This is an optimization exercise on Yosys and OpenROAD, whose aim is small area and a short achievable clock period, not a production implementation.
Only simulation tests tie the RTL to the original design; equivalence was not proved.
Power figures rest on the tool's default switching activity, not on a simulated workload.

==> flow/design.v <==
module CLA_adder (x, y, s, cout, c23);
  input  [23:0] x, y;
  output [23:0] s;
  output cout;
  output c23;           
  wire [23:0] h = x ^ y;
  wire [23:0] a = x & y;
  wire [23:0] o = x | y;
  wire [5:0] g, p;
  genvar j;
  generate
    for (j = 0; j < 6; j = j + 1) begin : gp
      assign g[j] = a[4*j+3] | (a[4*j+2] & o[4*j+3]) | (a[4*j] & o[4*j+3] & o[4*j+2]);
      assign p[j] = &o[4*j+3:4*j];
    end
  endgenerate
  wire [6:0] c;
  assign c[0] = 1'b0;
  assign c[1] = g[0];
  assign c[2] = g[1] | (p[1] & g[0]);
  wire   g30 = g[3] | (p[3] & g[2]);
  wire   p30 = p[3] & p[2];
  assign c[3] = g[2] | (p[2] & c[2]);
  assign c[4] = g30 | (p30 & c[2]);
  assign c[5] = g[4] | (p[4] & c[4]);
  wire   g54 = g[5] | (p[5] & g[4]);
  wire   p54 = p[5] & p[4];
  assign c[6] = g54 | (p54 & c[4]);
  assign cout = c[6];
  generate
    for (j = 0; j < 6; j = j + 1) begin : sm
      wire ci = c[j];
      wire k0 = ci;
      wire k1 = a[4*j]   | (h[4*j] & ci);
      wire k2 = a[4*j+1] | (h[4*j+1] & a[4*j]) | (h[4*j+1] & h[4*j] & ci);
      wire k3 = a[4*j+2] | (h[4*j+2] & a[4*j+1]) | (h[4*j+2] & h[4*j+1] & a[4*j])
              | (h[4*j+2] & h[4*j+1] & h[4*j] & ci);
      assign s[4*j+3:4*j] = h[4*j+3:4*j] ^ {k3, k2, k1, k0};
      if (j == 5) begin : top
        assign c23 = k3;
      end
    end
  endgenerate
endmodule
module fpa_with_regisers (clk, reset, en, inputA, inputB, result, OF);
  input clk, reset, en;
  input [31:0] inputA, inputB;
  output [31:0] result;
  output OF;
  wire [60:0] st_in;
  wire        ofa_in;
  reg  [60:0] st;      
  reg         ofa;     
  reg         fresh;
  wire [31:0] res_in;
  reg  [31:0] result_r;
  fpa_align al (.A(inputA), .B(inputB), .st(st_in), .ofa(ofa_in));
  always @(posedge clk) begin
    if (en)
      st <= st_in;
    if (reset) begin
      ofa   <= 1'b0;
      fresh <= 1'b1;
    end else if (en) begin
      ofa   <= ofa_in;
      fresh <= 1'b0;
    end
    if (reset | (en & fresh))
      result_r <= 32'd0;
    else if (en)
      result_r <= res_in;
  end
  fpa_add  ad (.st(st), .ofa(ofa), .O(res_in), .OF(OF));
  assign result = result_r;
endmodule
module fpa_align (A, B, st, ofa);
  input  [31:0] A, B;
  output [60:0] st;
  output ofa;
  wire [7:0]  ea_raw = A[30:23];
  wire [7:0]  eb_raw = B[30:23];
  wire        ha = |ea_raw;
  wire        hb = |eb_raw;
  wire        a_zero = ~ha & ~|A[22:0];
  wire        b_zero = ~hb & ~|B[22:0];
  wire        sel_a = (&ea_raw) | b_zero;
  wire        sel_b = (&eb_raw) | a_zero;
  wire        sub = A[31] ^ B[31];
  wire        swap = (A[30:0] <= B[30:0]) & ~sel_a;
  wire [7:0]  e_big   = swap ? eb_raw : ea_raw;
  wire [23:0] m_big   = swap ? {hb, B[22:0]} : {ha, A[22:0]};
  wire [23:0] m_small = swap ? {ha, A[22:0]} ^ {24{sub}} : {hb, B[22:0]} ^ {24{sub}};
  wire        h_small = swap ? ha : hb;
  wire        sign    = swap ? B[31] : A[31];
  wire [8:0]  dab = {1'b0, ea_raw} - {1'b0, eb_raw};
  wire [7:0]  dba = eb_raw - ea_raw;
  wire        far_ab = |dab[7:5];    
  wire        far_ba = |dba[7:5];
  wire [4:0]  d_raw   = dab[8] ? dba[4:0] : dab[4:0];
  wire        far_raw = dab[8] ? far_ba : far_ab;
  wire [7:0]  ea_m1 = ea_raw - 8'd1;
  wire [7:0]  eb_m1 = eb_raw - 8'd1;
  wire        far_a1 = (|ea_raw[7:6]) | (ea_raw[5] & (|ea_raw[4:0]));    
  wire        far_b1 = (|eb_raw[7:6]) | (eb_raw[5] & (|eb_raw[4:0]));
  wire [4:0]  d   = ~ha ? (hb ? eb_m1[4:0] : 5'd0) : ~hb ? ea_m1[4:0] : d_raw;
  wire        far = ~ha ? (hb & far_b1) : ~hb ? far_a1 : far_raw;
  wire        eqexp = (ea_raw == eb_raw) | ((ea_raw[7:1] == 7'd0) & (eb_raw[7:1] == 7'd0));
  wire [23:0] t2  = d[1] ? {{2{sub}}, m_small[23:2]} : m_small;
  wire [23:0] t4  = d[2] ? {{4{sub}}, t2[23:4]} : t2;
  wire [23:0] t8  = d[3] ? {{8{sub}}, t4[23:8]} : t4;
  wire [23:0] yp  = far ? {24{sub}} : d[4] ? {{16{sub}}, t8[23:16]} : t8;
  wire        y23 = sub ^ (eqexp & h_small);
  assign ofa = ~(m_big[23] ^ y23);
  assign st = {sel_a | sel_b, sign, eqexp & ~sub, sub, e_big, m_big, yp, d[0]};
endmodule
module fpa_add (st, ofa, O, OF);
  input  [60:0] st;
  input  ofa;
  output [31:0] O;
  output OF;
  wire        special = st[60];
  wire        sign    = st[59];
  wire        shr_eq  = st[58];
  wire        sub     = st[57];
  wire [7:0]  e_raw   = st[56:49];
  wire [23:0] x       = st[48:25];
  wire [23:0] yp      = st[24:1];
  wire        d0      = st[0];
  wire [23:0] y       = d0 ? {sub, yp[23:1]} : yp;
  wire [7:0]  e_big   = {e_raw[7:1], e_raw[0] | ~x[23]};
  wire [23:0] s;
  wire        cout, c23;
  CLA_adder add (.x(x), .y(y), .s(s), .cout(cout), .c23(c23));
  assign OF = ofa & (x[23] ^ c23);
  wire        shr = shr_eq | (~sub & cout);
  reg  [4:0]  jn;
  integer i;
  always @(*) begin
    jn = 5'd1;
    for (i = 3; i <= 23; i = i + 1)
      if (s[i]) jn = 5'd24 - i[4:0];
  end
  wire [4:0]  j = shr ? 5'd0 : jn;
  wire [23:0] sl = s << j;
  wire [7:0]  o_e = special ? e_raw : e_big + 8'd1 - {3'd0, j};
  wire [22:0] o_m = special ? x[22:0] : sl[23:1];
  assign O = {sign, o_e, o_m};
endmodule
==> flow/flow/run.sh <==
#!/bin/bash
# Layout flow: the standard ORFS flow (standard.sh), with these settings changed:
#  - no full/half-adder cell extraction in synthesis (ABC maps the arithmetic);
#  - repair_timing aims for a setup slack margin of 6.0 ns, which matches the
#    period this design can reach rather than the design's much longer clock
#    period (the SDC and clock period are the standard flow's own);
#  - the delay cells (clkdlybuf4s*, dlygate*, dlymetal*) and a few weak cells are added to
#    the platform's don't-use list, so that port buffers and repair use real buffers.
# The make output goes to standard.log; ORFS keeps each step's log under orfs/logs.
set -uo pipefail
DONT_USE="sky130_fd_sc_hd__probe_p_8 sky130_fd_sc_hd__probec_p_8 sky130_fd_sc_hd__lpflow_bleeder_1 sky130_fd_sc_hd__lpflow_clkbufkapwr_1 sky130_fd_sc_hd__lpflow_clkbufkapwr_16 sky130_fd_sc_hd__lpflow_clkbufkapwr_2 sky130_fd_sc_hd__lpflow_clkbufkapwr_4 sky130_fd_sc_hd__lpflow_clkbufkapwr_8 sky130_fd_sc_hd__lpflow_clkinvkapwr_1 sky130_fd_sc_hd__lpflow_clkinvkapwr_16 sky130_fd_sc_hd__lpflow_clkinvkapwr_2 sky130_fd_sc_hd__lpflow_clkinvkapwr_4 sky130_fd_sc_hd__lpflow_clkinvkapwr_8 sky130_fd_sc_hd__lpflow_decapkapwr_12 sky130_fd_sc_hd__lpflow_decapkapwr_3 sky130_fd_sc_hd__lpflow_decapkapwr_4 sky130_fd_sc_hd__lpflow_decapkapwr_6 sky130_fd_sc_hd__lpflow_decapkapwr_8 sky130_fd_sc_hd__lpflow_inputiso0n_1 sky130_fd_sc_hd__lpflow_inputiso0p_1 sky130_fd_sc_hd__lpflow_inputiso1n_1 sky130_fd_sc_hd__lpflow_inputiso1p_1 sky130_fd_sc_hd__lpflow_inputisolatch_1 sky130_fd_sc_hd__lpflow_isobufsrc_1 sky130_fd_sc_hd__lpflow_isobufsrc_16 sky130_fd_sc_hd__lpflow_isobufsrc_2 sky130_fd_sc_hd__lpflow_isobufsrc_4 sky130_fd_sc_hd__lpflow_isobufsrc_8 sky130_fd_sc_hd__lpflow_isobufsrckapwr_16 sky130_fd_sc_hd__lpflow_lsbuf_lh_hl_isowell_tap_1 sky130_fd_sc_hd__lpflow_lsbuf_lh_hl_isowell_tap_2 sky130_fd_sc_hd__lpflow_lsbuf_lh_hl_isowell_tap_4 sky130_fd_sc_hd__lpflow_lsbuf_lh_isowell_4 sky130_fd_sc_hd__lpflow_lsbuf_lh_isowell_tap_1 sky130_fd_sc_hd__lpflow_lsbuf_lh_isowell_tap_2 sky130_fd_sc_hd__lpflow_lsbuf_lh_isowell_tap_4 sky130_fd_sc_hd__clkdlybuf4s15_1 sky130_fd_sc_hd__clkdlybuf4s15_2 sky130_fd_sc_hd__clkdlybuf4s18_1 sky130_fd_sc_hd__clkdlybuf4s18_2 sky130_fd_sc_hd__clkdlybuf4s25_1 sky130_fd_sc_hd__clkdlybuf4s25_2 sky130_fd_sc_hd__clkdlybuf4s50_1 sky130_fd_sc_hd__clkdlybuf4s50_2 sky130_fd_sc_hd__dlygate4sd1_1 sky130_fd_sc_hd__dlygate4sd2_1 sky130_fd_sc_hd__dlygate4sd3_1 sky130_fd_sc_hd__dlymetal6s2s_1 sky130_fd_sc_hd__dlymetal6s4s_1 sky130_fd_sc_hd__dlymetal6s6s_1 sky130_fd_sc_hd__a2111oi_0 sky130_fd_sc_hd__a21boi_0 sky130_fd_sc_hd__and2_0 sky130_fd_sc_hd__o21ai_0 sky130_fd_sc_hd__o311ai_0 sky130_fd_sc_hd__or2_0"
bash standard.sh ADDER_MAP_FILE= SETUP_SLACK_MARGIN=6.0 "DONT_USE_CELLS=$DONT_USE" finish > standard.log 2>&1
==> flow/standard.sh <==
#!/bin/bash
# synth_recipe.tcl (not shown) runs the flow's synth.tcl, then flattens the netlist and writes it again
# the make line also repeats each setting of config.mk as NAME=value (left out here)
make -C /OpenROAD-flow-scripts/flow DESIGN_CONFIG=/design/flow/config.mk WORK_HOME=/design/flow/orfs CLKGATE_MAP_FILE= SYNTH_SCRIPT=/design/flow/synth_recipe.tcl "${@:-finish}"
==> flow/config.mk <==
export PLATFORM = sky130hd
export DESIGN_NAME = fpa_with_regisers
export DESIGN_NICKNAME = fpa_with_regisers
export VERILOG_FILES = /design/flow/design.v
export SDC_FILE = /design/flow/constraint.sdc
export NUM_CORES = 4
export LEC_CHECK = 0
export ABC_AREA = 1
export CAP_MARGIN = 20
export CORE_MARGIN = 2
export CORE_UTILIZATION = 40
export SLEW_MARGIN = 20
export SYNTH_HIERARCHICAL = 1
==> flow/constraint.sdc <==
create_clock -name core_clock -period 11.0 [get_ports {clk}]
set_input_delay 2.2000 -clock core_clock [delete_from_list [all_inputs] [get_ports {clk}]]
set_output_delay 2.2000 -clock core_clock [all_outputs]
set_load 0.01 [all_outputs]
==> results.cfg, run 1 <==
[drt]
drt_iter0_markers = 912
routed_wl_um = 34700
ant_nets = 0
viasPerCell = 5.32
drt-wirelength-per-cell_um = 15.4
dr.pass1.iters = 20
drc = 0
vias = 12000

[final_layout]
layout-drive-gt1-share = 0.0982
layout_common_cells = nand2_1 (638), nand3_1 (352), inv_1 (173)
final_cells = 2260
fillers = 2894
diodes = 0
layout_commonest_cell = nand2_1
multi_input_area_mm2 = 0.00714
seq_area_mm2 = 0.00251
area_delta_synth_final_pct = 9.68
layout.nets = 1987

[setup_path]
criticalPathCategory = flip-flop to output port
r2r-start = st[0]
cp_common_cell = nand2_2
cp_data_required_time_ps = 8800
critPathMaxStageDelay_ps = 490
crit_chain = buf_4 -> o21ai_1 -> inv_1 -> nand2_2 -> nand2_1 -> nor2_1 -> nand3_1 -> nand2_2 -> nand2_2 -> nand2_2 -> nand2_2 -> nand2_4 -> nand2_2 -> nand2_2 -> nor2_1 -> nor2_1 -> buf_1
slowest_stage = edfxtp_1
arrival_ps = 2590
critPathLaunch = st[0]
worst_setup_path_end_kind = output port
startpoint_type = flip-flop
crit_fanout = 11

[clock_tree]
cts_buffer_depth = 2
clkSlewWorstSetupHoldPaths_ps = 80
cts_max_level = 3
cts_tree = built
numCtsBuffers = 9
clk_latency_ps = 360
ctsRootBufferMaster = clkbuf_16
cts_sinks = 95
ctsHoldBuffers = 0

[pwr]
power_w = 0.00204
power_frac_clock = 0.158
p_leak_nw = 5.65
swShare = 0.513
comb_power_share = 0.613
p_int_w = 0.000994
vdd_drop_max_uv = 79.1
p_sw_w = 0.00105
power_frac_seq = 0.229
p_per_area_mw_per_mm2 = 174

[sta]
finalSetupTns_ps = 0
period_minus_slack_ps = 4790
rsz0062_at_grt = false
relSlewSlack = 0.271
hold_viol = 0
fmax_ghz = 0.209
setup_violations = 0
drv_slew = 0
tightest_slew_ps = 1090
skew_ps = 13.6
fin_crit_sh = 0.435

[synthesis]
yosysTopAreaCellShare = 0.225
syn_area_mm2 = 0.0107
netlist_top_cells_area = nand2_1 (23%), edfxtp_1 (17%), nand3_1 (16%), dfxtp_1 (6.4%), inv_1 (6.1%)
ys.flop_type = edfxtp_1
synth_nets = 1919
syn_inst = 1852
postSynth.asyncResetShare = 0
yosysUniqueCellTypes = 48
ys_seq_area_frac = 0.235
synth.avg_cell_area_um2 = 5.77
yosys_warnings = 8
synth_edf_count = 61
synth_largest_area_cell = nand2_1
synth-seq-cells = 95

[grt]
overflow = 0
antenna_found_initial = 0
grt_first_pass_wirelength_um = 55400
grt_max_degree = 67
track_usage = 0.242
grt_pass1_vias = 10800

[min_path]
min_from = result_r[15]
hold_path.class = flip-flop to flip-flop

[die]
die_width_um = 168
placementRows = 59
dieHeight_um = 168
die_area_mm2 = 0.0281
io_pins = 100
core_mm2 = 0.0261
start_util = 0.409

[place]
io_buffer_count = 99
dpl.cell_count = 2217
gp_congestion = 0.918
hpwl_um = 26800

[status]
status = timing/DRC/antenna clean

[job]
max-cap-violations = 0
## timing repair
| action | CTS | global route |
|---|---|---|
| setup endpoints to repair | 55 | 54 |
| setup buffers | 1 | 20 |
| gates cloned | 2 | 4 |
| pin swaps | 2 | 6 |
| gates resized for setup | 7 | 44 |
## modules after synthesis (local to each module, per instance)
module             area (um^2)  copies in the design
fpa_align                 3890                     1
CLA_adder                 1100                     1
fpa_add                   2530                     1
fpa_with_regisers         3170                     1
## worst paths after layout
kind                                endpoint  slack, ps  cells past startpoint
worst min-delay path            result_r[15]        470                      2
worst max-delay path                      OF       6210                     17
worst max register to register  result_r[22]       6520                     31
worst min register to register  result_r[15]        470                      2
## cells in the mapped netlist (all sizes together) (11+ instances only)
cell type	instances
a21oi	84
buf	57
clkbuf	20
dfxtp	34
edfxtp	61
inv	200
nand2	674
nand3	352
nand4	17
nor2	154
nor3	14
nor4	11
o21ai	105
xor2	24
## power by group through the flow
stage                     sequential [W]  clock (W)  combinational, W
after global routing            0.000474   0.000344           0.00142
after global placement          0.000476          0           0.00119
after floorplan                 0.000468          0          0.000952
after detailed placement        0.000478          0           0.00119
final                           0.000468   0.000323           0.00125
after CTS                       0.000469   0.000329           0.00120
## worst max-delay path, delay by kind of cell, from the launching register on
family	cells	cell delay (ps)
flip-flops	1	490
AO/OA/AOI/OAI	1	180
AND/OR/NAND/NOR	13	1090
buffers and inverters	3	450
## cell families (layout without fill, tap and decap cells)
group | count (synthesis) | in the layout | share of synthesized area
AND/OR/NAND/NOR | 1232 | 1237 | 0.505
buffers and inverters | 281 | 348 | 0.114
AO/OA/AOI/OAI | 209 | 210 | 0.118
flip-flops | 95 | 95 | 0.235
XOR/XNOR | 34 | 34 | 0.0278
multiplexers | 1 | 1 | 0.00105
## layer usage
metal	vias to the layer above	part of all wire	track usage
met5	-	0	0
met4	0	0.023	0.0628
met3	45	0.062	0.0272
met2	414	0.46	0.394
met1	5371	0.46	0.341
li1	6184	-	-
## per-stage QoR
step	hold WS, ps	utilization	worst slack, ps	area [um^2]
after floorplan	453	-	6680	10700
after global placement	455	0.424	5210	11100
after detailed placement	457	0.424	5240	11100
after CTS	469	0.438	6010	11400
after global routing	490	0.449	5960	11700
final	470	0.449	6210	11700
## layout make-up
cell class / count / area share
flip-flops and latches: 95 / 0.214
repair buffers: 128 / 0.0479
clock buffers: 9 / 0.0192
clock inverters: 7 / 0.00693
well taps: 335 / 0.0357
multi-input cells: 1482 / 0.609
inverters: 204 / 0.0673
## sequential cells by signal, summed over array words and instances (netlist names)
register / flops
fresh: 1
ofa: 1
st: 61
result_r: 32
==> run 2: changes to the inputs <==
--- a/flow/config.mk
+++ b/flow/config.mk
@@ -10,3 +10,4 @@
 export CORE_MARGIN = 2
-export CORE_UTILIZATION = 40
+export CORE_UTILIZATION = 30
+export PLACE_DENSITY = 0.75
 export SLEW_MARGIN = 20
==> results.cfg, run 2 <==
[status]
status = timing/DRC/antenna clean

[clock_tree]
ctsHoldBuffers = 0
cts_buffer_depth = 2
numCtsBuffers = 9
clkSlewWorstSetupHoldPaths_ps = 70
cts_tree = built
cts_max_level = 3
ctsRootBufferMaster = clkbuf_16
clk_latency_ps = 360
cts_sinks = 95

[drt]
top_layer = met5
routed-wl-met2_um = 14800
routed_wl_um = 35300
drt_iter0_markers = 1294
ant_nets = 0
viasPerCell = 5.15
drt-wirelength-per-cell_um = 14.8
dr.pass1.iters = 5
dr_wl_met3_um = 2790
drc = 0
wl_met1_um = 16600
vias = 12300

[min_path]
hold_path_end = result_r[13]
min_from = result_r[13]
hold_path.class = flip-flop to flip-flop
hold_depth = 2

[setup_path]
r2r_slack_ps = 6480
crit_fanout = 23
startpoint_type = input pin
r2r_cells = 36
r2r-start = st[0]
crit_chain = buf_1 -> nor2_1 -> inv_2 -> nor2_2 -> inv_2 -> nor3_2 -> nand2_2 -> clkinv_2 -> nand2_1 -> o21ai_2 -> inv_4 -> nand3_1 -> nand2_1 -> nand2_1 -> nand2_1 -> nand2_1 -> nand3_1
arrival_ps = 4880
cp_common_cell = nand2_1
cp_data_required_time_ps = 11100
critPathBufInv = 5
cp_top_family = simple AND/OR/NAND/NOR gates
critPathMaxStageDelay_ps = 570
reg2reg_to = result_r[29]
criticalPathCategory = input pin to flip-flop
worst_setup_path_end_kind = flip-flop
slowest_stage = o21ai_2

[final_layout]
largest_register_ffs = 61
layout-drive-gt1-share = 0.0973
layout.nets = 1984
layout_common_cells = nand2_1 (638), nand3_1 (352), inv_1 (173)
largest_registers = st x61, result_r x32
layout_commonest_cell = nand2_1
top_register = st
final_cells = 2383
area_delta_synth_final_pct = 10.8
diodes = 0
fillers = 3929

[sta]
setup_violations = 0
rsz0062_at_grt = false
hold_viol = 0
tightest_slew_ps = 1040
finalSetupTns_ps = 0
drv_slew = 0
period_minus_slack_ps = 4780
fin_crit_sh = 0.435
skew_ps = 9.88
relSlewSlack = 0.309
fmax_ghz = 0.209

[pwr]
p_per_area_mw_per_mm2 = 172
vdd_drop_max_uv = 125
p_leak_nw = 5.62
power_w = 0.00203

[grt]
antenna_found_initial = 0
grt_first_pass_wirelength_um = 55200
track_usage = 0.186
grt_pass1_vias = 10700
overflow = 0
grt_max_degree = 73

[synthesis]
synth_nets = 1919
synth.avg_cell_area_um2 = 5.77
synth_largest_area_cell = nand2_1
yosys_warnings = 8
ys_seq_area_frac = 0.235
syn_inst = 1852
netlist_top_cells_area = nand2_1 (23%), edfxtp_1 (17%), nand3_1 (16%), dfxtp_1 (6.4%), inv_1 (6.1%)
syn_area_mm2 = 0.0107
postSynth.asyncResetShare = 0
synth_most_common_cell = nand2_1
ys.flop_type = edfxtp_1
synth_commonest_cells = nand2_1 (641), nand3_1 (352), inv_1 (173)
synth-seq-cells = 95
yosysUniqueCellTypes = 48
yosysTopAreaCellShare = 0.225
synth_edf_count = 61

[die]
core_mm2 = 0.0353
dieHeight_um = 193
placementRows = 69
start_util = 0.303
io_pins = 100
die_area_mm2 = 0.0372
die_width_um = 193

[place]
gp_congestion = 0.960
hpwl_um = 27100
io_buffer_count = 99
dpl.cell_count = 2343

[job]
max-cap-violations = 0
[run 2: power breakdown]
group	leakage (nW)	total [W]	internal (W)	switching (W)
Clock	0.143	0.000305	0.000160	0.000145
Sequential	0.873	0.000468	0.000436	0.0000317
Combinational	4.60	0.00126	0.000393	0.000869
Total	5.62	0.00203	0.000989	0.00105
[run 2: worst min-delay path, cell delays in order (launching register included)]
cell and delay (ps):
dfxtp_1 310, nand2_1 70, a21oi_2 40
[run 2: kinds of logic (layout without fill, tap and decap cells)]
kind of cell	Yosys count	after routing	synth area share
buffers and inverters	281	345	0.114
multiplexers	1	1	0.00105
AO/OA/AOI/OAI	209	210	0.118
AND/OR/NAND/NOR	1232	1237	0.505
flip-flops	95	95	0.235
XOR/XNOR	34	34	0.0278
[run 2: through the flow]
step	setup slack (ps)	hold WS, ps	util	instance area [um^2]
final	6220	466	0.335	11800
after detailed placement	5200	459	0.318	11200
after global routing	5980	486	0.335	11800
after floorplan	6680	453	-	10700
after CTS	6060	468	0.329	11600
after global placement	5200	452	0.318	11200
[run 2: worst max path at each step]
stage / start / end / slack [ps] / depth (start not counted)
after floorplan: st[0] / OF / 6680 / 16
after global placement: inputA[26] / st[5] / 5200 / 22
after detailed placement: inputA[26] / st[5] / 5200 / 22
after CTS: inputA[26] / st[1] / 6060 / 20
after global routing: st[0] / OF / 5980 / 19
final: inputA[23] / st[5] / 6220 / 17
[run 2: area by class of cell]
class	instances	area, um^2	area share
multi-input combinational	1482	7150	0.603
tap	461	577	0.0487
sequential	95	2510	0.212
clock buffer	10	229	0.0193
clock inverter	6	60.1	0.00507
timing repair buffer	125	520	0.0439
inverter	204	798	0.0674
[run 2: per-layer routing]
| metal | vias to the layer above | GRT usage |
|---|---|---|
| met5 | - | 0 |
| met4 | 2 | 0.0537 |
| met3 | 66 | 0.0240 |
| met2 | 535 | 0.281 |
| met1 | 5492 | 0.274 |
| li1 | 6185 | - |
[run 2: what timing repair did]
item,in CTS,in global routing
gates resized for setup,8,43
pin swaps,1,7
buffers inserted,5,13
setup endpoints to repair,55,56
gates cloned,2,4
[run 2: modules after synthesis (local to each module, per instance)]
module             flops+latches  cells  cell area, um^2  copies in the design
CLA_adder                      0    244             1100                     1
fpa_align                      0    838             3890                     1
fpa_with_regisers             95    210             3170                     1
fpa_add                        0    560             2530                     1
==> run 3: changes to the inputs <==
--- a/flow/config.mk
+++ b/flow/config.mk
@@ -11,3 +11,2 @@
 export CORE_UTILIZATION = 30
-export PLACE_DENSITY = 0.75
 export SLEW_MARGIN = 20
==> results.cfg, run 3 <==
[status]
status = timing/DRC/antenna clean

[grt]
busiest_layer = met2
use_met3 = 0.0242
met1_usage = 0.270
grt_first_pass_wirelength_um = 54700
track_usage = 0.185
antenna_found_initial = 0
overflow = 0
grt_pass1_vias = 10500
met2_usage = 0.282
grt_max_degree = 55

[sta]
hold_viol = 0
rsz0062_at_grt = false
drv_slew = 0
finalSetupTns_ps = 0
setup_violations = 0
tightest_slew_ps = 1020
fin_crit_sh = 0.436
period_minus_slack_ps = 4790
fmax_ghz = 0.209
fin_ws_ps = 6210
fin_hold_ws_ps = 461
relSlewSlack = 0.318
skew_ps = 15.1

[min_path]
hold_path.class = flip-flop to flip-flop
hold_depth = 2

[synthesis]
yosys.area_share.adder = 0
synth_top_family_by_area = simple AND/OR/NAND/NOR gates
yosysUniqueCellTypes = 48
ys.flop_type = edfxtp_1
syn_inst = 1852
synth_nets = 1919
synth_edf_count = 61
synth_largest_area_cell = nand2_1
yosysTopAreaCellShare = 0.225
synth_commonest_cells = nand2_1 (641), nand3_1 (352), inv_1 (173)
muxShareOfSynthArea = 0.00105
syn_area_mm2 = 0.0107
yosys.area_share.xor_xnor = 0.0278
synth-compound-area-share = 0.118
synth.avg_cell_area_um2 = 5.77
postSynth.asyncResetShare = 0
synth_most_common_cell = nand2_1
netlist_top_cells_area = nand2_1 (23%), edfxtp_1 (17%), nand3_1 (16%), dfxtp_1 (6.4%), inv_1 (6.1%)
synth-seq-cells = 95
yosys_warnings = 8
ys_seq_area_frac = 0.235
yosys.area_share.simple = 0.505

[drt]
routed_wl_um = 35200
ant_nets = 0
drt_iter0_markers = 969
dr.pass1.iters = 6
vias = 12000
viasPerCell = 5.02
drt-wirelength-per-cell_um = 14.8
drc = 0

[final_layout]
diodes = 0
area_delta_synth_final_pct = 10.8
layout_commonest_cell = nand2_1
layout-drive-gt1-share = 0.0988
largest_register_ffs = 61
top_register = st
layout_common_cells = nand2_1 (639), nand3_1 (352), inv_1 (173)
largest_registers = st x61, result_r x32
layout.nets = 1986

[setup_path]
slowest_stage = xor2_1
critPathBufInv = 1
cp_data_required_time_ps = 11300
critPathMaxStageDelay_ps = 570
arrival_ps = 5090
cp_top_family = simple AND/OR/NAND/NOR gates
path_depth = 16
r2r_cells = 29
crit_chain = buf_1 -> nor2_1 -> nor2_2 -> nand2_1 -> nor2_4 -> nand4_2 -> nor2_1 -> nand2_1 -> nand2_2 -> nand2_8 -> nand2_4 -> nand2_1 -> o21ai_1 -> xor2_1 -> nor2_1 -> nor2_1
startpoint_type = input pin
worst_setup_path_end_kind = flip-flop
criticalPathCategory = input pin to flip-flop
crit_fanout = 19
cp_common_cell = nor2_1

[clock_tree]
cts_sinks = 95
cts_buffer_depth = 2
clk_latency_ps = 370
numCtsBuffers = 9
cts_tree = built
ctsHoldBuffers = 0
cts_max_level = 3
clkSlewWorstSetupHoldPaths_ps = 70
ctsRootBufferMaster = clkbuf_16

[die]
start_util = 0.303
die_width_um = 193
dieHeight_um = 193
io_pins = 100
die_area_mm2 = 0.0372
core_mm2 = 0.0353
placementRows = 69

[place]
dp_slack_ps = 5170
gp_congestion = 0.926
hpwl_um = 27500
io_buffer_count = 99

[pwr]
p_per_area_mw_per_mm2 = 171
vdd_drop_max_uv = 98.9
power_w = 0.00203
p_leak_nw = 5.64

[job]
max-cap-violations = 0
[run 3: cell types whose count changed in the layout (fill, tap and decap cells not counted), sizes merged]
| cell | before | now |
|---|---|---|
| buf | 115 | 123 |
| clkinv | 4 | 7 |
| nor2 | 155 | 154 |
| inv | 205 | 203 |
| clkbuf | 20 | 14 |
[run 3: area by class of cell]
type	count	area (um^2)
inverters	204	793
repair buffers	128	547
flip-flops and latches	95	2510
clock buffers	9	225
clock inverters	7	61.3
multi-input cells	1481	7130
well taps	461	577
fillers	3910	23500
[run 3: stage by stage]
| step | area [um^2] | utilization | std cells |
|---|---|---|---|
| floorplan | 10700 | - | 1852 |
| global placement | 11200 | 0.318 | 2343 |
| detailed placement | 11200 | 0.318 | 2343 |
| CTS | 11600 | 0.328 | 2362 |
| global route | 11800 | 0.336 | 2385 |
| finish | 11800 | 0.336 | 2385 |
[run 3: modules after synthesis (local to each module, per instance)]
module | cells | times used | flip-flops and latches | cell area [um^2]
CLA_adder | 244 | 1 | 0 | 1100
fpa_add | 560 | 1 | 0 | 2530
fpa_align | 838 | 1 | 0 | 3890
fpa_with_regisers | 210 | 1 | 95 | 3170
[run 3: logic make-up (layout without fill, tap and decap cells)]
| group | count (synthesis) | in the layout |
|---|---|---|
| AO/OA/AOI/OAI | 209 | 210 |
| AND/OR/NAND/NOR | 1232 | 1236 |
| multiplexers | 1 | 1 |
| flip-flops | 95 | 95 |
| XOR/XNOR | 34 | 34 |
| buffers and inverters | 281 | 348 |
[run 3: repair_timing]
action / 4_1_cts / 5_1_grt
pin swaps: 1 / 6
setup endpoints to repair: 52 / 55
resized for setup: 7 / 39
gates cloned: 2 / 3
setup buffers: 1 / 20
[run 3: routing by layer]
metal	part of all wire	wire, um
met1	0.48	16900
met3	0.066	2310
met4	0.027	965
met2	0.43	15100
met5	0	0
[run 3: worst paths after layout]
| path | slack (ps) | to | from |
|---|---|---|---|
| worst max-delay path | 6210 | ofa | inputA[27] |
| worst min-delay path | 460 | result_r[0] | result_r[0] |
| worst max register to register | 6470 | result_r[22] | st[0] |
| worst min register to register | 460 | result_r[0] | result_r[0] |
[run 3: power breakdown]
part	internal [W]	total [W]	switching, W
combinational	0.000393	0.00125	0.000857
clock	0.000158	0.000309	0.000152
sequential	0.000436	0.000466	0.0000308
total	0.000986	0.00203	0.00104
[run 3: tightest hold or removal path, cell delays in order, from the launching register on]
cell,delay [ps]
dfxtp_1,310
nand2_1,60
a21oi_1,50
==> run 4: changes to the inputs <==
==> flow/flow/run.sh (replaced) <==
#!/bin/bash
# Layout flow: the standard ORFS flow (standard.sh), with these settings changed:
#  - no full/half-adder cell extraction in synthesis (ABC maps the arithmetic);
#  - repair_timing aims for a setup slack margin of 6.0 ns, which matches the
#    period this design can reach rather than the design's much longer clock
#    period (the SDC and clock period are the standard flow's own);
#  - the delay cells (clkdlybuf4s*, dlygate*, dlymetal*) and a few weak cells are added to
#    the platform's don't-use list, so that port buffers and repair use real buffers.
# The make output goes to standard.log; ORFS keeps each step's log under orfs/logs.
set -uo pipefail
DONT_USE="sky130_fd_sc_hd__probe_p_8 sky130_fd_sc_hd__probec_p_8 sky130_fd_sc_hd__lpflow_bleeder_1 sky130_fd_sc_hd__lpflow_clkbufkapwr_1 sky130_fd_sc_hd__lpflow_clkbufkapwr_16 sky130_fd_sc_hd__lpflow_clkbufkapwr_2 sky130_fd_sc_hd__lpflow_clkbufkapwr_4 sky130_fd_sc_hd__lpflow_clkbufkapwr_8 sky130_fd_sc_hd__lpflow_clkinvkapwr_1 sky130_fd_sc_hd__lpflow_clkinvkapwr_16 sky130_fd_sc_hd__lpflow_clkinvkapwr_2 sky130_fd_sc_hd__lpflow_clkinvkapwr_4 sky130_fd_sc_hd__lpflow_clkinvkapwr_8 sky130_fd_sc_hd__lpflow_decapkapwr_12 sky130_fd_sc_hd__lpflow_decapkapwr_3 sky130_fd_sc_hd__lpflow_decapkapwr_4 sky130_fd_sc_hd__lpflow_decapkapwr_6 sky130_fd_sc_hd__lpflow_decapkapwr_8 sky130_fd_sc_hd__lpflow_inputiso0n_1 sky130_fd_sc_hd__lpflow_inputiso0p_1 sky130_fd_sc_hd__lpflow_inputiso1n_1 sky130_fd_sc_hd__lpflow_inputiso1p_1 sky130_fd_sc_hd__lpflow_inputisolatch_1 sky130_fd_sc_hd__lpflow_isobufsrc_1 sky130_fd_sc_hd__lpflow_isobufsrc_16 sky130_fd_sc_hd__lpflow_isobufsrc_2 sky130_fd_sc_hd__lpflow_isobufsrc_4 sky130_fd_sc_hd__lpflow_isobufsrc_8 sky130_fd_sc_hd__lpflow_isobufsrckapwr_16 sky130_fd_sc_hd__lpflow_lsbuf_lh_hl_isowell_tap_1 sky130_fd_sc_hd__lpflow_lsbuf_lh_hl_isowell_tap_2 sky130_fd_sc_hd__lpflow_lsbuf_lh_hl_isowell_tap_4 sky130_fd_sc_hd__lpflow_lsbuf_lh_isowell_4 sky130_fd_sc_hd__lpflow_lsbuf_lh_isowell_tap_1 sky130_fd_sc_hd__lpflow_lsbuf_lh_isowell_tap_2 sky130_fd_sc_hd__lpflow_lsbuf_lh_isowell_tap_4 sky130_fd_sc_hd__clkdlybuf4s15_1 sky130_fd_sc_hd__clkdlybuf4s15_2 sky130_fd_sc_hd__clkdlybuf4s18_1 sky130_fd_sc_hd__clkdlybuf4s18_2 sky130_fd_sc_hd__clkdlybuf4s25_1 sky130_fd_sc_hd__clkdlybuf4s25_2 sky130_fd_sc_hd__clkdlybuf4s50_1 sky130_fd_sc_hd__clkdlybuf4s50_2 sky130_fd_sc_hd__dlygate4sd1_1 sky130_fd_sc_hd__dlygate4sd2_1 sky130_fd_sc_hd__dlygate4sd3_1 sky130_fd_sc_hd__dlymetal6s2s_1 sky130_fd_sc_hd__dlymetal6s4s_1 sky130_fd_sc_hd__dlymetal6s6s_1 sky130_fd_sc_hd__a2111oi_0 sky130_fd_sc_hd__a21boi_0 sky130_fd_sc_hd__and2_0 sky130_fd_sc_hd__o21ai_0 sky130_fd_sc_hd__o311ai_0 sky130_fd_sc_hd__or2_0 sky130_fd_sc_hd__buf_1 sky130_fd_sc_hd__clkbuf_1"
bash standard.sh ADDER_MAP_FILE= SETUP_SLACK_MARGIN=6.0 "DONT_USE_CELLS=$DONT_USE" finish > standard.log 2>&1
==> results.cfg, run 4 <==
[synthesis]
yosys_warnings = 2

[status]
status = did not finish
error = ERROR: TCL interpreter returned an error: ABC_DRIVER_CELL names sky130_fd_sc_hd__buf_1, which is on DONT_USE_CELLS. ABC reads the library without the cells on that lis...
stop_stage = synthesis
==> run 5: changes to the inputs <==
--- a/flow/flow/run.sh
+++ b/flow/flow/run.sh
@@ -6,3 +6,4 @@
 #    period (the SDC and clock period are the standard flow's own);
-#  - the delay cells (clkdlybuf4s*, dlygate*, dlymetal*) and a few weak cells are added to
+#  - the delay cells (clkdlybuf4s*, dlygate*, dlymetal*) and a few weak cells (so ABC
+#    takes buf_2 as its driving cell) are added to
 #    the platform's don't-use list, so that port buffers and repair use real buffers.
@@ -11,2 +12,2 @@
 DONT_USE="sky130_fd_sc_hd__probe_p_8 sky130_fd_sc_hd__probec_p_8 sky130_fd_sc_hd__lpflow_bleeder_1 sky130_fd_sc_hd__lpflow_clkbufkapwr_1 sky130_fd_sc_hd__lpflow_clkbufkapwr_16 sky130_fd_sc_hd__lpflow_clkbufkapwr_2 sky130_fd_sc_hd__lpflow_clkbufkapwr_4 sky130_fd_sc_hd__lpflow_clkbufkapwr_8 sky130_fd_sc_hd__lpflow_clkinvkapwr_1 sky130_fd_sc_hd__lpflow_clkinvkapwr_16 sky130_fd_sc_hd__lpflow_clkinvkapwr_2 sky130_fd_sc_hd__lpflow_clkinvkapwr_4 sky130_fd_sc_hd__lpflow_clkinvkapwr_8 sky130_fd_sc_hd__lpflow_decapkapwr_12 sky130_fd_sc_hd__lpflow_decapkapwr_3 sky130_fd_sc_hd__lpflow_decapkapwr_4 sky130_fd_sc_hd__lpflow_decapkapwr_6 sky130_fd_sc_hd__lpflow_decapkapwr_8 sky130_fd_sc_hd__lpflow_inputiso0n_1 sky130_fd_sc_hd__lpflow_inputiso0p_1 sky130_fd_sc_hd__lpflow_inputiso1n_1 sky130_fd_sc_hd__lpflow_inputiso1p_1 sky130_fd_sc_hd__lpflow_inputisolatch_1 sky130_fd_sc_hd__lpflow_isobufsrc_1 sky130_fd_sc_hd__lpflow_isobufsrc_16 sky130_fd_sc_hd__lpflow_isobufsrc_2 sky130_fd_sc_hd__lpflow_isobufsrc_4 sky130_fd_sc_hd__lpflow_isobufsrc_8 sky130_fd_sc_hd__lpflow_isobufsrckapwr_16 sky130_fd_sc_hd__lpflow_lsbuf_lh_hl_isowell_tap_1 sky130_fd_sc_hd__lpflow_lsbuf_lh_hl_isowell_tap_2 sky130_fd_sc_hd__lpflow_lsbuf_lh_hl_isowell_tap_4 sky130_fd_sc_hd__lpflow_lsbuf_lh_isowell_4 sky130_fd_sc_hd__lpflow_lsbuf_lh_isowell_tap_1 sky130_fd_sc_hd__lpflow_lsbuf_lh_isowell_tap_2 sky130_fd_sc_hd__lpflow_lsbuf_lh_isowell_tap_4 sky130_fd_sc_hd__clkdlybuf4s15_1 sky130_fd_sc_hd__clkdlybuf4s15_2 sky130_fd_sc_hd__clkdlybuf4s18_1 sky130_fd_sc_hd__clkdlybuf4s18_2 sky130_fd_sc_hd__clkdlybuf4s25_1 sky130_fd_sc_hd__clkdlybuf4s25_2 sky130_fd_sc_hd__clkdlybuf4s50_1 sky130_fd_sc_hd__clkdlybuf4s50_2 sky130_fd_sc_hd__dlygate4sd1_1 sky130_fd_sc_hd__dlygate4sd2_1 sky130_fd_sc_hd__dlygate4sd3_1 sky130_fd_sc_hd__dlymetal6s2s_1 sky130_fd_sc_hd__dlymetal6s4s_1 sky130_fd_sc_hd__dlymetal6s6s_1 sky130_fd_sc_hd__a2111oi_0 sky130_fd_sc_hd__a21boi_0 sky130_fd_sc_hd__and2_0 sky130_fd_sc_hd__o21ai_0 sky130_fd_sc_hd__o311ai_0 sky130_fd_sc_hd__or2_0 sky130_fd_sc_hd__buf_1 sky130_fd_sc_hd__clkbuf_1"
-bash standard.sh ADDER_MAP_FILE= SETUP_SLACK_MARGIN=6.0 "DONT_USE_CELLS=$DONT_USE" finish > standard.log 2>&1
+bash standard.sh ADDER_MAP_FILE= ABC_DRIVER_CELL=sky130_fd_sc_hd__buf_2 SETUP_SLACK_MARGIN=6.0 "DONT_USE_CELLS=$DONT_USE" finish > standard.log 2>&1
==> results.cfg, run 5 <==
[setup_path]
crit_fanout = 26
cp_data_required_time_ps = 11100
r2r_cells = 32
r2r-start = st[0]
criticalPathCategory = input pin to flip-flop
worst_setup_path_end_kind = flip-flop
reg2reg_to = result_r[29]
critPathLaunch = inputA[23]
r2r_slack_ps = 6450
arrival_ps = 4860
startpoint_type = input pin

[clock_tree]
cts_sinks = 95
numCtsBuffers = 9
ctsHoldBuffers = 0
clkSlewWorstSetupHoldPaths_ps = 70
cts_max_level = 3
cts_buffer_depth = 2
clk_latency_ps = 360
ctsRootBufferMaster = clkbuf_16
cts_tree = built

[synthesis]
postSynth.asyncResetShare = 0
synth-seq-cells = 95
ys.flop_type = edfxtp_1
synth_nets = 1922
yosysUniqueCellTypes = 50
synth_edf_count = 61
yosys_warnings = 8
synth_most_common_cell = nand2_1
synth_commonest_cells = nand2_1 (632), nand3_1 (346), inv_1 (167)
ys_seq_area_frac = 0.230
syn_area_mm2 = 0.0109
syn_inst = 1855
synth.avg_cell_area_um2 = 5.90
yosysTopAreaCellShare = 0.217
netlist_top_cells_area = nand2_1 (22%), edfxtp_1 (17%), nand3_1 (16%), dfxtp_1 (6.2%), inv_1 (5.7%)
synth_largest_area_cell = nand2_1

[sta]
fin_crit_sh = 0.433
drv_slew = 0
rsz0062_at_grt = true
skew_ps = 10.7
fmax_ghz = 0.210
finalSetupTns_ps = 0
period_minus_slack_ps = 4760
tightest_slew_ps = 960
hold_viol = 0
setup_violations = 0
fin_hold_ws_ps = 466
relSlewSlack = 0.360

[die]
io_pins = 100
die_area_mm2 = 0.0380
placementRows = 69
start_util = 0.306
dieHeight_um = 195
core_mm2 = 0.0357
die_width_um = 195

[job]
max-cap-violations = 0

[min_path]
hold_depth = 2
hold_path.class = flip-flop to flip-flop
min_from = result_r[29]
hold_path_end = result_r[29]

[grt]
grt_pass1_vias = 10700
antenna_found_initial = 0
grt_max_degree = 97
track_usage = 0.187
grt_first_pass_wirelength_um = 57700
overflow = 0

[drt]
drc = 0
vias = 12100
dr.pass1.iters = 14
drt-wirelength-per-cell_um = 15.3
viasPerCell = 5.07
routed_wl_um = 36300
drt_iter0_markers = 1187
ant_nets = 0

[pwr]
vdd_drop_max_uv = 89.2
p_per_area_mw_per_mm2 = 172
p_leak_nw = 6.00

[place]
io_buffer_count = 99
hpwl_um = 28700
gp_congestion = 0.934

[status]
status = timing/DRC/antenna clean

[final_layout]
multi_input_area_mm2 = 0.00723
layout_common_cells = nand2_1 (630), nand3_1 (346), inv_1 (167)
layout-drive-gt1-share = 0.162
fillers = 4052
area_delta_synth_final_pct = 10.4
largest_register_ffs = 61
seq_area_mm2 = 0.00251
layout_commonest_cell = nand2_1
post-route-util = 0.338
layout.nets = 1980
diodes = 0
largest_registers = st x61, result_r x32
top_register = st
[run 5: through the flow]
step | instance area [um^2] | worst slack, ps | total power, W | instances
2_1_floorplan | 10900 | 6810 | 0.00144 | 1855
3_3_place_gp | 11500 | 5130 | 0.00169 | 2343
3_5_place_dp | 11500 | 5340 | 0.00170 | 2343
4_1_cts | 11900 | 6000 | 0.00205 | 2359
5_1_grt | 12100 | 5980 | 0.00228 | 2379
6_report | 12100 | 6240 | 0.00208 | 2379
[run 5: routing by layer]
layer  up-vias  wire length, um  global-route usage
met5         -                0                   0
met4         0              515              0.0351
li1       6187                -                   -
met1      5420            17600               0.277
met2       428            16100               0.294
met3        37             2080              0.0217
[run 5: worst max path at each step]
| stage | endpoint | slack, ps | cells after the start |
|---|---|---|---|
| 4_1_cts | st[6] | 6000 | 20 |
| 5_1_grt | result_r[29] | 5980 | 35 |
| 3_5_place_dp | st[6] | 5340 | 20 |
| 3_3_place_gp | st[6] | 5130 | 15 |
| 6_report | st[3] | 6240 | 17 |
| 2_1_floorplan | st[1] | 6810 | 22 |
[run 5: logic make-up (layout without fill, tap and decap cells)]
group	count (synthesis)	after routing	synth area share
AO/OA/AOI/OAI	209	209	0.117
XOR/XNOR	34	34	0.0272
flip-flops	95	95	0.230
AND/OR/NAND/NOR	1232	1237	0.503
buffers and inverters	284	342	0.122
multiplexers	1	1	0.00103
[run 5: cell type report]
type	count	share of cell area
clock buffers	9	0.0187
clock inverters	7	0.00808
inverters	204	0.0657
multi-input cells	1481	0.599
flip-flops and latches	95	0.208
well taps	461	0.0478
repair buffers	122	0.0532
[run 5: per-module statistics from Yosys (local to each module, per instance)]
module,cells,times used
CLA_adder,244,1
fpa_align,841,1
fpa_add,560,1
fpa_with_regisers,210,1
[run 5: timing repair]
action | 4_1_cts | 5_1_grt
pin swaps | 0 | 6
gates resized for setup | 4 | 22
endpoints found under the setup margin | 31 | 54
setup buffers | 0 | 15
gates cloned | 0 | 5
[run 5: worst max-delay path: stages]
cell and delay (ps):
buf_2 160, nor2_2 120, inv_2 50, nor2_2 120, inv_2 80, nor3_4 160
nand2_2 150, clkinv_4 140, nand2_1 120, o21ai_4 630, inv_6 200, nand3_1 170
nand3_1 100, nand3_1 100, nand2_1 140, nand2_1 90, nand3_1 90
[run 5: where the power goes]
part,switching [W],internal [W]
sequential,0.0000320,0.000436
clock,0.000157,0.000184
combinational,0.000869,0.000401
total,0.00106,0.00102

==> port drivers added, routing unchanged <==
No port has a modelled driver above. Below, the same layouts with a new extraction and two added sets of constraints. Step 1: set_driving_cell puts a clkbuf_16 on clk and a buf_2 on each other input, an assumption about the parent block. Step 2 also shifts input and output timing later by t, the mid clock arrival at the registers, as if the neighbouring blocks saw the same clock. Slacks: ideal / step 1 / step 2; pairs: ideal / step 1.
| run | shift t [ns] | slack for setup (ns) | pins driven straight from the clock port |
|---|---|---|---|
| run 1 | 0.402 | 6.212 / 6.166 / 5.829 | 1 |
| run 2 | 0.400 | 6.216 / 6.221 / 5.839 | 1 |
| run 3 | 0.406 | 6.208 / 6.173 / 5.823 | 1 |
| run 5 | 0.406 | 6.237 / 6.210 / 5.858 | 1 |
After both steps every run listed still meets setup and hold. The setup slack of run 3, which loses most, moves by -0.035 ns with the drivers and by -0.385 ns with both steps.
